This design comes from an exercise in tuning for small area, a short achievable clock period and few clock cycles per item on the open sky130 flow, not from production work.
Power is estimated from default activity; no workload was simulated.

run 1:
==> flow/design.v (excerpt) <==
module float_add_module
  (
   input         clk,
   input         rstn,
   input  [31:0] a,
   input  [31:0] b,
   output [31:0] result,
   input         start_sig,
   output [3:0]  done_sig
   );
   wire        sa = a[31];
   wire        sb = b[31];
   wire [7:0]  ea = a[30:23];
   wire [7:0]  eb = b[30:23];
   wire [22:0] fa = a[22:0];
   wire [22:0] fb = b[22:0];
   wire [7:0]  dab, dba;
   wire        cab, cba;
   fa_padd #(8) u_dab (.x(ea), .y(~eb), .ci(1'b1), .s(dab), .co(cab));
   fa_padd #(8) u_dba (.x(eb), .y(~ea), .ci(1'b1), .s(dba), .co(cba));
   wire        swe  = ~cab;                 
   wire        eeq  = cab & cba;            
   wire [7:0]  d    = swe ? dba : dab;
   wire        swap = swe | (eeq & (fa < fb));
   wire        sx = swap ? sb : sa;
   wire        sy = swap ? sa : sb;
   wire [22:0] fx = swap ? fb : fa;
   wire [22:0] fy = swap ? fa : fb;
   wire [7:0]  ex = swe ? eb : ea;
   wire [23:0] sigy = {1'b1, fy};
   wire        dbig = |d[7:5];
   wire [25:0] s0 = {sigy, 2'b00};
   wire [25:0] s1 = d[0] ? {1'b0,  s0[25:1]}  : s0;
   wire [25:0] s2 = d[1] ? {2'b0,  s1[25:2]}  : s1;
   wire [25:0] s3 = d[2] ? {4'b0,  s2[25:4]}  : s2;
   wire [25:0] s4 = d[3] ? {8'b0,  s3[25:8]}  : s3;
   wire [25:0] s5 = d[4] ? {16'b0, s4[25:16]} : s4;
   wire [25:0] yw = dbig ? 26'd0 : s5;
   wire [4:0]  dm2   = d[4:0] - 5'd2;
   wire [22:0] smask = (d[4:0] < 5'd3) ? 23'd0 : ~(23'h7fffff << dm2);
   wire [22:0] sfy   = fy & smask & {21'h1fffff, ~(d[4:0] == 5'd25), ~(d[4:0] >= 5'd24)};
   wire        dlo   = (d[7:5] == 3'd0) & (d[4:0] <= 5'd25);
   wire        dmid  = ~dlo & (d <= 8'd46);
   wire        sticky = dmid | (dlo & |sfy);
   wire        quirk = sy & (d >= 8'd47);
   wire        op = sx ^ sy;
   wire        opy = op & ~quirk;
   wire [26:0] xw = {2'b01, fx, 2'b00} ^ {27{quirk}};
   wire [26:0] yv = {1'b0, yw} ^ {27{opy}};
   wire [26:0] m;
   wire        mco;
   fa_padd #(27) u_add (.x(xw), .y(yv), .ci((opy & ~sticky) | quirk), .s(m), .co(mco));
   reg  [26:0] rm;
   reg  [7:0]  rex;
   reg         rs;
   reg         busy;
   always @(posedge clk) begin
      rm  <= m;
      rex <= ex;
      rs  <= sx ^ quirk;
   end
  ...
For scale: about 1,800 cells after synthesis, roughly 37 flip-flops, roughly 100 I/O pins.
==> module float_add_module, before the edit <==
module float_add_module
  (
   input         clk,
   input         rstn,
   input  [31:0] a,
   input  [31:0] b,
   output [31:0] result,
   input         start_sig,
   output [3:0]  done_sig
   );
   wire        sa = a[31];
   wire        sb = b[31];
   wire [7:0]  ea = a[30:23];
   wire [7:0]  eb = b[30:23];
   wire [22:0] fa = a[22:0];
   wire [22:0] fb = b[22:0];
   wire [7:0]  dab, dba;
   wire        cab, cba;
   fa_padd #(8) u_dab (.x(ea), .y(~eb), .ci(1'b1), .s(dab), .co(cab));
   fa_padd #(8) u_dba (.x(eb), .y(~ea), .ci(1'b1), .s(dba), .co(cba));
   wire        swe  = ~cab;                 
   wire        eeq  = cab & cba;            
   wire [7:0]  d    = swe ? dba : dab;
   wire        swap = swe | (eeq & (fa < fb));
   wire        sx = swap ? sb : sa;
   wire        sy = swap ? sa : sb;
   wire [22:0] fx = swap ? fb : fa;
   wire [22:0] fy = swap ? fa : fb;
   wire [7:0]  ex = swe ? eb : ea;
   wire [23:0] sigy = {1'b1, fy};
   wire        dbig = |d[7:5];
   wire [25:0] s0 = {sigy, 2'b00};
   wire [25:0] s1 = d[0] ? {1'b0,  s0[25:1]}  : s0;
   wire [25:0] s2 = d[1] ? {2'b0,  s1[25:2]}  : s1;
   wire [25:0] s3 = d[2] ? {4'b0,  s2[25:4]}  : s2;
   wire [25:0] s4 = d[3] ? {8'b0,  s3[25:8]}  : s3;
   wire [25:0] s5 = d[4] ? {16'b0, s4[25:16]} : s4;
   wire [25:0] yw = dbig ? 26'd0 : s5;
   wire [4:0]  dm2   = d[4:0] - 5'd2;
   wire [22:0] smask = (d[4:0] < 5'd3) ? 23'd0 : ~(23'h7fffff << dm2);
   wire [22:0] sfy   = fy & smask & {21'h1fffff, ~(d[4:0] == 5'd25), ~(d[4:0] >= 5'd24)};
   wire        dlo   = (d[7:5] == 3'd0) & (d[4:0] <= 5'd25);
   wire        dmid  = ~dlo & (d <= 8'd46);
   wire        sticky = dmid | (dlo & |sfy);
   wire        quirk = sy & (d >= 8'd47);
   wire        op = sx ^ sy;
   wire        opy = op & ~quirk;
   wire [26:0] xw = {2'b01, fx, 2'b00} ^ {27{quirk}};
   wire [26:0] yv = {1'b0, yw} ^ {27{opy}};
   wire [26:0] m;
   wire        mco;
   fa_padd #(27) u_add (.x(xw), .y(yv), .ci((opy & ~sticky) | quirk), .s(m), .co(mco));
   reg  [26:0] rm;
   reg  [7:0]  rex;
   reg         rs;
   reg         busy;
   always @(posedge clk) begin
      rm  <= m;
      rex <= ex;
      rs  <= sx ^ quirk;
   end
   always @(posedge clk)
     if (!rstn)
       busy <= 1'b0;
     else
       busy <= start_sig & ~busy;
   wire        lbig = ~|rm[26:24];          
   wire [23:0] fr  = rm[26] ? rm[25:2] : rm[25] ? rm[24:1] : rm[23:0];
   wire [22:0] frnd;
   wire        fco;
   fa_padd #(23) u_rnd (.x(fr[23:1]), .y(23'd0), .ci(fr[0]), .s(frnd), .co(fco));
   wire [31:0] mz  = {rm[23:0], 8'hff};
   wire [15:0] o2;                           
   genvar      gi;
   generate
      for (gi = 0; gi < 16; gi = gi + 1) begin : g_o2
         assign o2[gi] = mz[2*gi+1] | mz[2*gi];
      end
   endgenerate
   wire [7:0]  o4 = {o2[15] | o2[14], o2[13] | o2[12], o2[11] | o2[10], o2[9] | o2[8],
                     o2[7] | o2[6], o2[5] | o2[4], o2[3] | o2[2], o2[1] | o2[0]};
   wire [3:0]  o8 = {o4[7] | o4[6], o4[5] | o4[4], o4[3] | o4[2], o4[1] | o4[0]};
   wire        z16 = ~(o8[3] | o8[2]);
   wire        z8  = z16 ? ~o8[1] : ~o8[3];
   wire [1:0]  i4  = {z16, z8};
   wire        z4  = ~o4[{~i4, 1'b1}];
   wire [2:0]  i2  = {z16, z8, z4};
   wire        z2  = ~o2[{~i2, 1'b1}];
   wire [3:0]  i1  = {z16, z8, z4, z2};
   wire        z1  = ~mz[{~i1, 1'b1}];
   wire [4:0]  lzn = {z16, z8, z4, z2, z1};   
   wire [23:0] n4 = z16 ? {rm[7:0], 16'd0} : rm[23:0];
   wire [23:0] n3 = z8  ? {n4[15:0], 8'd0} : n4;
   wire [23:0] n2 = z4  ? {n3[19:0], 4'd0} : n3;
   wire [23:0] n1 = z2  ? {n2[21:0], 2'd0} : n2;
   wire [22:0] n0 = z1  ? n1[21:0] << 1 : n1[22:0];
   wire [22:0] frac = lbig ? n0 : frnd;
   wire [4:0]  lz   = lbig ? lzn + 5'd3 : {3'd0, ~rm[26] & ~rm[25], ~rm[26] & rm[25]};
   wire [8:0]  eq1   = {1'b0, rex} + 9'd1;
   wire        mzero = ~|rm[26:2];          
   wire [9:0]  en;
   wire        enc;
   fa_padd #(10) u_en (.x({1'b0, eq1}), .y(~{5'd0, lz}), .ci(1'b1), .s(en), .co(enc));  
   wire over  = ~mzero & (en[9:8] == 2'b01);
   wire under = ~mzero & (en[9:8] == 2'b11);
   wire zero  = mzero;
   assign result   = (over | under | zero) ? 32'h3F800000 : {rs, en[7:0], frac};
   assign done_sig = {over, under, zero, busy};
endmodule
==> flow/config.mk <==
export PLATFORM = sky130hd
export DESIGN_NAME = float_add_module
export DESIGN_NICKNAME = float_add_module
export VERILOG_FILES = /design/flow/design.v
export SDC_FILE = /design/flow/constraint.sdc
export NUM_CORES = 4
export LEC_CHECK = 0
export ABC_AREA = 1
export CAP_MARGIN = 20
export CORE_MARGIN = 2
export CORE_UTILIZATION = 40
export SLEW_MARGIN = 20
==> flow/constraint.sdc <==
create_clock -name core_clock -period 10.0 [get_ports {clk}]
set_input_delay 2.0000 -clock core_clock [delete_from_list [all_inputs] [get_ports {clk}]]
set_output_delay 2.0000 -clock core_clock [all_outputs]
set_load 0.01 [all_outputs]
standard.sh (not shown) runs the stock make flow with config.mk's settings and CLKGATE_MAP_FILE= SYNTH_SCRIPT=/design/flow/synth_recipe.tcl, a recipe that flattens the netlist after the stock synthesis.
==> flow/flow/run.sh <==
#!/bin/bash
# The standard layout (the standard.sh), with two changes:
#  * ADDER_MAP_FILE is empty, so synthesis does not extract full and half
#    adder cells; ABC maps the adders' prefix networks as ordinary logic
#  * the port buffers are plain buffers (sky130_fd_sc_hd__buf_2) instead of
#    the delay cells buffer_ports picks by default
# All of make's output goes to flow_make.log here; ORFS keeps its own
# per-step logs under orfs/logs.
set -euo pipefail
cd "$(dirname "$0")/.."
bash standard.sh "ADDER_MAP_FILE=" \
  "BUFFER_PORTS_ARGS=-buffer_cell sky130_fd_sc_hd__buf_2" finish > flow_make.log 2>&1
#### Input delta (run 2 over run 1)
diff --git a/flow/design.v b/flow/design.v
--- a/flow/design.v
+++ b/flow/design.v
@@ -72,61 +72,46 @@
    wire [26:0] xw = {2'b01, fx, 2'b00} ^ {27{quirk}};
    wire [26:0] yv = {1'b0, yw} ^ {27{opy}};
    wire [26:0] m;
    wire        mco;
    fa_padd #(27) u_add (.x(xw), .y(yv), .ci((opy & ~sticky) | quirk), .s(m), .co(mco));
+   wire        mz16 = ~|m[26:11];
+   wire [26:0] m16  = mz16 ? {m[10:0], 16'd0} : m;
    reg  [26:0] rm;
+   reg         rz16;
    reg  [7:0]  rex;
    reg         rs;
    reg         busy;
    always @(posedge clk) begin
-      rm  <= m;
-      rex <= ex;
-      rs  <= sx ^ quirk;
+      rm   <= m16;
+      rz16 <= mz16;
+      rex  <= ex;
+      rs   <= sx ^ quirk;
    end
    always @(posedge clk)
      if (!rstn)
        busy <= 1'b0;
      else
        busy <= start_sig & ~busy;
-   wire        lbig = ~|rm[26:24];          
-   wire [23:0] fr  = rm[26] ? rm[25:2] : rm[25] ? rm[24:1] : rm[23:0];
-   wire [22:0] frnd;
-   wire        fco;
-   fa_padd #(23) u_rnd (.x(fr[23:1]), .y(23'd0), .ci(fr[0]), .s(frnd), .co(fco));
-   wire [31:0] mz  = {rm[23:0], 8'hff};
-   wire [15:0] o2;                           
-   genvar      gi;
-   generate
-      for (gi = 0; gi < 16; gi = gi + 1) begin : g_o2
-         assign o2[gi] = mz[2*gi+1] | mz[2*gi];
-      end
-   endgenerate
-   wire [7:0]  o4 = {o2[15] | o2[14], o2[13] | o2[12], o2[11] | o2[10], o2[9] | o2[8],
-                     o2[7] | o2[6], o2[5] | o2[4], o2[3] | o2[2], o2[1] | o2[0]};
-   wire [3:0]  o8 = {o4[7] | o4[6], o4[5] | o4[4], o4[3] | o4[2], o4[1] | o4[0]};
-   wire        z16 = ~(o8[3] | o8[2]);
-   wire        z8  = z16 ? ~o8[1] : ~o8[3];
-   wire [1:0]  i4  = {z16, z8};
-   wire        z4  = ~o4[{~i4, 1'b1}];
-   wire [2:0]  i2  = {z16, z8, z4};
-   wire        z2  = ~o2[{~i2, 1'b1}];
-   wire [3:0]  i1  = {z16, z8, z4, z2};
-   wire        z1  = ~mz[{~i1, 1'b1}];
-   wire [4:0]  lzn = {z16, z8, z4, z2, z1};   
-   wire [23:0] n4 = z16 ? {rm[7:0], 16'd0} : rm[23:0];
-   wire [23:0] n3 = z8  ? {n4[15:0], 8'd0} : n4;
-   wire [23:0] n2 = z4  ? {n3[19:0], 4'd0} : n3;
-   wire [23:0] n1 = z2  ? {n2[21:0], 2'd0} : n2;
-   wire [22:0] n0 = z1  ? n1[21:0] << 1 : n1[22:0];
-   wire [22:0] frac = lbig ? n0 : frnd;
-   wire [4:0]  lz   = lbig ? lzn + 5'd3 : {3'd0, ~rm[26] & ~rm[25], ~rm[26] & rm[25]};
+   wire        z16 = rz16;
+   wire        z8  = ~|rm[26:19];
+   wire [26:0] n3  = z8 ? {rm[18:0], 8'd0} : rm;
+   wire        z4  = ~|n3[26:23];
+   wire [26:0] n2  = z4 ? {n3[22:0], 4'd0} : n3;
+   wire        z2  = ~|n2[26:25];
+   wire [26:0] n1  = z2 ? {n2[24:0], 2'd0} : n2;
+   wire        z1  = ~n1[26];
+   wire [26:0] n0  = z1 ? {n1[25:0], 1'b0} : n1;
+   wire [4:0]  lz  = {z16, z8, z4, z2, z1};
    wire [8:0]  eq1   = {1'b0, rex} + 9'd1;
-   wire        mzero = ~|rm[26:2];          
+   wire        mzero = rz16 ? ~|rm[26:18] : 1'b0;    
    wire [9:0]  en;
    wire        enc;
    fa_padd #(10) u_en (.x({1'b0, eq1}), .y(~{5'd0, lz}), .ci(1'b1), .s(en), .co(enc));  
+   wire [22:0] frac;
+   wire        fco;
+   fa_padd #(23) u_rnd (.x(n0[25:3]), .y(23'd0), .ci(n0[2]), .s(frac), .co(fco));
    wire over  = ~mzero & (en[9:8] == 2'b01);
    wire under = ~mzero & (en[9:8] == 2'b11);
    wire zero  = mzero;
    assign result   = (over | under | zero) ? 32'h3F800000 : {rs, en[7:0], frac};
    assign done_sig = {over, under, zero, busy};
Findings:
- Global routing met2 resource utilization, run 1 and run 2, lower one = run 2.
- Sequential share of layout area: run 2 > run 1
- Between run 2 and run 1, it is run 2 whose count of cell types in the netlist is higher, by 15%.
- On global-route wire length before repair, the lower figure sits with run 2, not run 1.
- Compared with run 1, in run 2 count of nets after finishing went down by 26, part of the power in the clock network went up by 1.4 points, register area share after synthesis went up by 0.26 points.
No run of this note included a check of the RTL's function; only the layout flow was run.

-- what the ideal ports hide --
Ports are ideal in the flow. The routed layouts listed here were re-timed in OpenROAD. Step 1 (the two cells are an assumption about what drives the block):
set clk [get_ports {clk}]
set_driving_cell -lib_cell sky130_fd_sc_hd__clkbuf_16 $clk
set_driving_cell -lib_cell sky130_fd_sc_hd__buf_2 [delete_from_list [all_inputs] $clk]
Step 2 moves the port delays by t, midway between the first and last clock arrival at a register: inputs arrive t later, outputs are due t later. That takes back most of the time a late clock gives input paths. Three values: no drivers, after step 1, after step 2; two values: the first two.
| run | shift t [ns] | slack for setup (ns) | cell pins on the clock port's net |
|---|---|---|---|
| run 1 | 0.310 | 2.062 / 2.029 / 2.339 | 1 |
| run 2 | 0.314 | 1.988 / 1.951 / 1.821 | 1 |
After both steps every run listed still meets setup and hold. For run 2, which loses most, drivers alone change the setup slack by -0.037 ns; drivers and shift together by -0.167 ns.
